From an optimization exercise on the open Yosys and OpenROAD flow, aimed at small area, a short achievable clock period and few clock cycles per item; shortcuts taken in it are not production practice.
In this exercise RTL edits were held to simulation tests only and were not proved equivalent to the original.
Power figures rest on the tool's default switching activity, not on a simulated workload.

==> run A <==
==> flow/design.v (excerpt) <==
module Main_DP (
	input clk, rst,
	input en,
	output [31:0] Data_o,
	output [27:0] Addr_GBF_in,
	output [27:0] Addr_GBF_w,
	output [23:0] Addr_GBF_o,
	input [31:0] Data_in,
	input [31:0] Data_w,
	output [3:0] we_o,
	output done
	);
==> module Main_DP, before the edit <==
module Main_DP (
	input clk, rst,
	input en,
	output [31:0] Data_o,
	output [27:0] Addr_GBF_in,
	output [27:0] Addr_GBF_w,
	output [23:0] Addr_GBF_o,
	input [31:0] Data_in,
	input [31:0] Data_w,
	output [3:0] we_o,
	output done
	);
	reg [3:0] k;
	reg [2:0] T;
	reg done_r;
	wire last = (T == 3'd4) && (k == 4'd5);
	wire adv = en && !last;
	wire [3:0] kn = !adv ? k : (k == 4'd11) ? 4'd0 : k + 4'd1;
	wire [2:0] Tn = !adv ? T : (k == 4'd11) ? T + 3'd1 : T;
	reg [6:0] addr_a [0:3];
	reg [4:0] addr_bh [0:3];
	reg [3:0] first;      
	reg we_r;
	reg [1:0] wcol;
	reg [1:0] wtile;
	integer p;
	always @(posedge clk or posedge rst) begin
		if (rst) begin
			k <= 4'd0;
			T <= 3'd0;
			done_r <= 1'b0;
			for (p = 0; p < 4; p = p + 1) begin
				addr_a[p] <= 7'd12 * p;
				addr_bh[p] <= 5'd0;
			end
			first <= 4'd0;
			we_r <= 1'b0;
			wcol <= 2'd0;
			wtile <= 2'd0;
		end else begin
			k <= kn;
			T <= Tn;
			done_r <= (Tn == 3'd4) && (kn == 4'd5);
			for (p = 0; p < 4; p = p + 1)
				addr_a[p] <= {Tn[1], 2'b00} * 7'd12 + 7'd12 * p + kn;
			addr_bh[0] <= {kn, Tn[0]};
			for (p = 1; p < 4; p = p + 1)
				addr_bh[p] <= addr_bh[p-1];
			for (p = 0; p < 4; p = p + 1)
				first[p] <= (kn == p + 1);
			we_r <= (Tn != 3'd0) && (kn >= 4'd1) && (kn <= 4'd4);
			wcol <= kn[1:0] - 2'd1;
			wtile <= Tn[1:0] - 2'd1;
		end
	end
	reg [7:0] a_d [0:3][0:3];    
	reg [7:0] b_r [0:3];
	reg [7:0] acc [0:3][0:3];    
	integer i, j;
	always @(posedge clk) begin
		for (i = 0; i < 4; i = i + 1) begin
			a_d[0][i] <= Data_in[8*i +: 8];
			b_r[i] <= Data_w[8*i +: 8];
		end
		for (j = 1; j < 4; j = j + 1)
			for (i = 0; i < 4; i = i + 1)
				a_d[j][i] <= a_d[j-1][i];
		for (i = 0; i < 4; i = i + 1)
			for (j = 0; j < 4; j = j + 1)
				acc[i][j] <= (first[j] ? 8'd0 : acc[i][j]) + a_d[j][i] * b_r[j];
	end
	genvar g;
	generate
		for (g = 0; g < 4; g = g + 1) begin : ports
			assign Addr_GBF_in[7*g +: 7] = addr_a[g];
			assign Addr_GBF_w[7*g +: 7] = {addr_bh[g], g[1:0]};
			assign Addr_GBF_o[6*g +: 6] = {wtile[1], g[1:0], wtile[0], wcol};
			assign Data_o[8*g +: 8] = acc[g][wcol];
			assign we_o[g] = we_r;
		end
	endgenerate
	assign done = done_r;
endmodule
clock: 10.0 ns
lec_check: 0
cap_margin: 20
core_margin: 2
core_utilization: 40
slew_margin: 20
run.sh (not shown) runs the stock make flow with config.mk's settings and CLKGATE_MAP_FILE= SYNTH_SCRIPT=/design/flow/synth_recipe.tcl, a recipe that flattens the netlist after the stock synthesis.
==> run D: changes against run A <==
--- a/flow/design.v
+++ b/flow/design.v
@@ -1 +1,133 @@
+module mac8(input [7:0] a, input [7:0] b, input [7:0] s, input [2:0] cx, output [7:0] ns, output [2:0] ncx);
+wire w1;
+wire w2;
+wire w3;
+wire w4;
+wire w5;
+wire w6;
+wire w7;
+wire w8;
+wire w9;
+wire w10;
+wire w11;
+wire w12;
+wire w13;
+wire w14;
+wire w15;
+wire w16;
+wire w17;
+wire w18;
+wire w19;
+wire w20;
+wire w21;
+wire w22;
+wire w23;
+wire w24;
+wire w25;
+wire w26;
+wire w27;
+wire w28;
+wire w29;
+wire w30;
+wire w31;
+wire w32;
+wire w33;
+wire w34;
+wire w35;
+wire w36;
+wire w37;
+wire w38;
+wire w39;
+wire w40;
+wire w41;
+wire w42;
+wire w43;
+wire w44;
+wire w45;
+wire w46;
+wire w47;
+wire w48;
+wire w49;
+wire w50;
+wire w51;
+wire w52;
+wire w53;
+wire w54;
+wire w55;
+wire w56;
+wire w57;
+wire w58;
+wire w59;
+wire w60;
+wire w61;
+wire w62;
+wire w63;
+wire w64;
+assign w1 = s[0] ^ (a[0] & b[0]);
+assign w2 = s[0] & (a[0] & b[0]);
+assign w3 = s[1] ^ (a[0] & b[1]) ^ (a[1] & b[0]);
+assign w4 = (s[1] & (a[0] & b[1])) | (s[1] & (a[1] & b[0])) | ((a[0] & b[1]) & (a[1] & b[0]));
+assign w5 = w2 ^ w3;
+assign w6 = w2 & w3;
+assign w7 = s[2] ^ (a[0] & b[2]) ^ (a[1] & b[1]);
+assign w8 = (s[2] & (a[0] & b[2])) | (s[2] & (a[1] & b[1])) | ((a[0] & b[2]) & (a[1] & b[1]));
+assign w9 = (a[2] & b[0]) ^ w4 ^ w7;
+assign w10 = ((a[2] & b[0]) & w4) | ((a[2] & b[0]) & w7) | (w4 & w7);
+assign w11 = w6 ^ w9;
+assign w12 = w6 & w9;
+assign w13 = s[3] ^ (a[0] & b[3]) ^ (a[1] & b[2]);
+assign w14 = (s[3] & (a[0] & b[3])) | (s[3] & (a[1] & b[2])) | ((a[0] & b[3]) & (a[1] & b[2]));
+assign w15 = (a[2] & b[1]) ^ (a[3] & b[0]) ^ w8;
+assign w16 = ((a[2] & b[1]) & (a[3] & b[0])) | ((a[2] & b[1]) & w8) | ((a[3] & b[0]) & w8);
+assign w17 = w13 ^ w10 ^ w15;
+assign w18 = (w13 & w10) | (w13 & w15) | (w10 & w15);
+assign w19 = w12 ^ w17;
+assign w20 = w12 & w17;
+assign w21 = s[4] ^ (a[0] & b[4]) ^ (a[1] & b[3]);
+assign w22 = (s[4] & (a[0] & b[4])) | (s[4] & (a[1] & b[3])) | ((a[0] & b[4]) & (a[1] & b[3]));
+assign w23 = (a[2] & b[2]) ^ (a[3] & b[1]) ^ (a[4] & b[0]);
+assign w24 = ((a[2] & b[2]) & (a[3] & b[1])) | ((a[2] & b[2]) & (a[4] & b[0])) | ((a[3] & b[1]) & (a[4] & b[0]));
+assign w25 = w14 ^ w21 ^ w23;
+assign w26 = (w14 & w21) | (w14 & w23) | (w21 & w23);
+assign w27 = w16 ^ w25 ^ w18;
+assign w28 = (w16 & w25) | (w16 & w18) | (w25 & w18);
+assign w29 = w20 ^ w27;
+assign w30 = w20 & w27;
+assign w31 = s[5] ^ cx[0] ^ (a[0] & b[5]);
+assign w32 = (s[5] & cx[0]) | (s[5] & (a[0] & b[5])) | (cx[0] & (a[0] & b[5]));
+assign w33 = (a[1] & b[4]) ^ (a[2] & b[3]) ^ (a[3] & b[2]);
+assign w34 = ((a[1] & b[4]) & (a[2] & b[3])) | ((a[1] & b[4]) & (a[3] & b[2])) | ((a[2] & b[3]) & (a[3] & b[2]));
+assign w35 = (a[4] & b[1]) ^ (a[5] & b[0]) ^ w22;
+assign w36 = ((a[4] & b[1]) & (a[5] & b[0])) | ((a[4] & b[1]) & w22) | ((a[5] & b[0]) & w22);
+assign w37 = w24 ^ w31 ^ w33;
+assign w38 = (w24 & w31) | (w24 & w33) | (w31 & w33);
+assign w39 = w26 ^ w35 ^ w37;
+assign w40 = (w26 & w35) | (w26 & w37) | (w35 & w37);
+assign w41 = w39 ^ w28;
+assign w42 = w39 & w28;
+assign w43 = s[6] ^ cx[1] ^ (a[0] & b[6]);
+assign w44 = (s[6] & cx[1]) | (s[6] & (a[0] & b[6])) | (cx[1] & (a[0] & b[6]));
+assign w45 = (a[1] & b[5]) ^ (a[2] & b[4]) ^ (a[3] & b[3]);
+assign w46 = ((a[1] & b[5]) & (a[2] & b[4])) | ((a[1] & b[5]) & (a[3] & b[3])) | ((a[2] & b[4]) & (a[3] & b[3]));
+assign w47 = (a[4] & b[2]) ^ (a[5] & b[1]) ^ (a[6] & b[0]);
+assign w48 = ((a[4] & b[2]) & (a[5] & b[1])) | ((a[4] & b[2]) & (a[6] & b[0])) | ((a[5] & b[1]) & (a[6] & b[0]));
+assign w49 = w32 ^ w34 ^ w43;
+assign w50 = (w32 & w34) | (w32 & w43) | (w34 & w43);
+assign w51 = w45 ^ w47 ^ w36;
+assign w52 = (w45 & w47) | (w45 & w36) | (w47 & w36);
+assign w53 = w38 ^ w49 ^ w51;
+assign w54 = (w38 & w49) | (w38 & w51) | (w49 & w51);
+assign w55 = w40 ^ w53;
+assign w56 = w40 & w53;
+assign w57 = s[7] ^ cx[2] ^ (a[0] & b[7]);
+assign w58 = (a[1] & b[6]) ^ (a[2] & b[5]) ^ (a[3] & b[4]);
+assign w59 = (a[4] & b[3]) ^ (a[5] & b[2]) ^ (a[6] & b[1]);
+assign w60 = (a[7] & b[0]) ^ w57 ^ w58;
+assign w61 = w59 ^ w44 ^ w46;
+assign w62 = w48 ^ w60 ^ w61;
+assign w63 = w50 ^ w62 ^ w52;
+assign w64 = w63 ^ w54;
+assign ns = {w56, w42, w30, w29, w19, w11, w5, w1};
+assign ncx = {w64, w55, w41};
+endmodule
 module Main_DP (
@@ -15,3 +147,3 @@
 	reg done_r;
-	wire last = (T == 3'd4) && (k == 4'd5);
+	wire last = (T == 3'd4) && (k == 4'd6);
 	wire adv = en && !last;
@@ -21,3 +153,4 @@
 	reg [4:0] addr_bh [0:3];
-	reg [3:0] first;      
+	reg [3:0] first;
+	reg [3:0] sel;
 	reg we_r;
@@ -36,2 +169,3 @@
 			first <= 4'd0;
+			sel <= 4'd0;
 			we_r <= 1'b0;
@@ -42,3 +176,3 @@
 			T <= Tn;
-			done_r <= (Tn == 3'd4) && (kn == 4'd5);
+			done_r <= (Tn == 3'd4) && (kn == 4'd6);
 			for (p = 0; p < 4; p = p + 1)
@@ -48,7 +182,9 @@
 				addr_bh[p] <= addr_bh[p-1];
-			for (p = 0; p < 4; p = p + 1)
+			for (p = 0; p < 4; p = p + 1) begin
 				first[p] <= (kn == p + 1);
-			we_r <= (Tn != 3'd0) && (kn >= 4'd1) && (kn <= 4'd4);
-			wcol <= kn[1:0] - 2'd1;
-			wtile <= Tn[1:0] - 2'd1;
+				sel[p] <= (kn == p + 1);
+			end
+			we_r <= (T != 3'd0) && (k >= 4'd1) && (k <= 4'd4);
+			wcol <= k[1:0] - 2'd1;
+			wtile <= T[1:0] - 2'd1;
 		end
@@ -57,4 +193,25 @@
 	reg [7:0] b_r [0:3];
-	reg [7:0] acc [0:3][0:3];    
+	reg [7:0] acc_s [0:3][0:3];  
+	reg [2:0] acc_c [0:3][0:3];  
+	wire [7:0] nxt_s [0:3][0:3];
+	wire [2:0] nxt_c [0:3][0:3];
+	reg [7:0] dout [0:3];
+	genvar gi, gj;
+	generate
+		for (gi = 0; gi < 4; gi = gi + 1) begin : row
+			for (gj = 0; gj < 4; gj = gj + 1) begin : col
+				mac8 u (
+					.a(a_d[gj][gi]),
+					.b(b_r[gj]),
+					.s(first[gj] ? 8'd0 : acc_s[gi][gj]),
+					.cx(first[gj] ? 3'd0 : acc_c[gi][gj]),
+					.ns(nxt_s[gi][gj]),
+					.ncx(nxt_c[gi][gj])
+				);
+			end
+		end
+	endgenerate
 	integer i, j;
+	reg [7:0] ms;
+	reg [2:0] mc;
 	always @(posedge clk) begin
@@ -68,4 +225,15 @@
 		for (i = 0; i < 4; i = i + 1)
-			for (j = 0; j < 4; j = j + 1)
-				acc[i][j] <= (first[j] ? 8'd0 : acc[i][j]) + a_d[j][i] * b_r[j];
+			for (j = 0; j < 4; j = j + 1) begin
+				acc_s[i][j] <= nxt_s[i][j];
+				acc_c[i][j] <= nxt_c[i][j];
+			end
+		for (i = 0; i < 4; i = i + 1) begin
+			ms = 8'd0;
+			mc = 3'd0;
+			for (j = 0; j < 4; j = j + 1) begin
+				ms = ms | ({8{sel[j]}} & acc_s[i][j]);
+				mc = mc | ({3{sel[j]}} & acc_c[i][j]);
+			end
+			dout[i] <= {ms[7:5] + mc, ms[4:0]};
+		end
 	end
@@ -77,3 +245,3 @@
 			assign Addr_GBF_o[6*g +: 6] = {wtile[1], g[1:0], wtile[0], wcol};
-			assign Data_o[8*g +: 8] = acc[g][wcol];
+			assign Data_o[8*g +: 8] = dout[g];
 			assign we_o[g] = we_r;
==> flow/flow/run.sh (new file) <==
#!/bin/bash
# Standard layout (the standard.sh: ORFS synthesis, floorplan, placement, CTS, routing),
# with the timing repair asked to leave a larger setup margin than the 10 ns clock needs, so
# that it sizes the design for a shorter achieved period. Clock, constraints and every other
# setting are the standard ones.
set -euo pipefail
bash standard.sh SETUP_SLACK_MARGIN=7.0 finish > run_standard.log 2>&1
==> flow/standard.sh (new file) <==
#!/bin/bash
# synth_recipe.tcl (not shown) runs the flow's synth.tcl, then flattens the netlist and writes it again
# the make line also repeats each setting of config.mk as NAME=value (left out here)
make -C /OpenROAD-flow-scripts/flow DESIGN_CONFIG=/design/flow/config.mk WORK_HOME=/design/flow/orfs CLKGATE_MAP_FILE= SYNTH_SCRIPT=/design/flow/synth_recipe.tcl "${@:-finish}"
removed: flow/run.sh
==> summary of the runs <==
Run A finished clean. Run D passed the timing, DRC and antenna checks. In run D the first-iteration DRC count is larger than in run A, by 58%. In run D the sequential share of layout area is higher than in run A, by 4.6 points. Against run D, the sequential power of run A is smaller by 14%. In run A the register-to-register slack is lower than in run D, by 1100 ps. Against run D, the via count of run A is larger by 3.3%.
==> figures <==
| metric | run A | run D |
|---|---|---|
| Final hold slack | 350.8 ps | 350.5 ps |
| Logic inverters | 520 | 262 |
| Final Instance Count excl. Fillers | 3687 | 3481 |
| Final Net Count | 3433 | 3135 |
| Clock network power share | 15.3% | 18.4% |
| Num Clock Sinks | 331 | 411 |
| Bufs and invs on worst path | 2 | 1 |
| Pwr Density | 363.7 nW/um^2 | 312.5 nW/um^2 |
| Run status | complete, no violations | complete, no violations |
| Number of standard cells after synthesis | 2663 | 2423 |
| Largest fanout on the critical path | 27 | 2 |
| Multi-input combinational area share | 56.07% | 52.41% |
Testbench counts of run A, summed over its fixed seeds: cycles 6,784, jobs 128.
Testbench counts of run D, summed over its fixed seeds: cycles 6,912, jobs 128.

[afterwards: timing with drivers on the ports]
In the flow no input, the clock included, has a driving cell. The finished layouts below were timed again as built, in two steps. Step 1, drivers: a clkbuf_16 drives clk and a buf_2 each remaining input, both assumed. Step 2 moves the port delays by t, midway between the first and last clock arrival at a register: inputs arrive t later, outputs are due t later. That takes back most of the time a late clock gives input paths. Three values: ideal ports, drivers, drivers and shift; two values: the first two.
run	t (ns)	setup slack, ns	hold WS [ns]	latest minus earliest clock arrival (ns)	slew at the worst register clock pin (ns)
run A	0.645	5.102 / 5.038 / 5.683	0.351 / 0.351 / 0.351	0.019 / 0.020	0.06 / 0.06
run D	0.643	6.758 / 6.698 / 6.466	0.351 / 0.351 / 0.351	0.024 / 0.025	0.06 / 0.06
After both steps every run listed still meets setup and hold. For run D, which loses most, drivers alone change the setup slack by -0.060 ns; drivers and shift together by -0.292 ns.
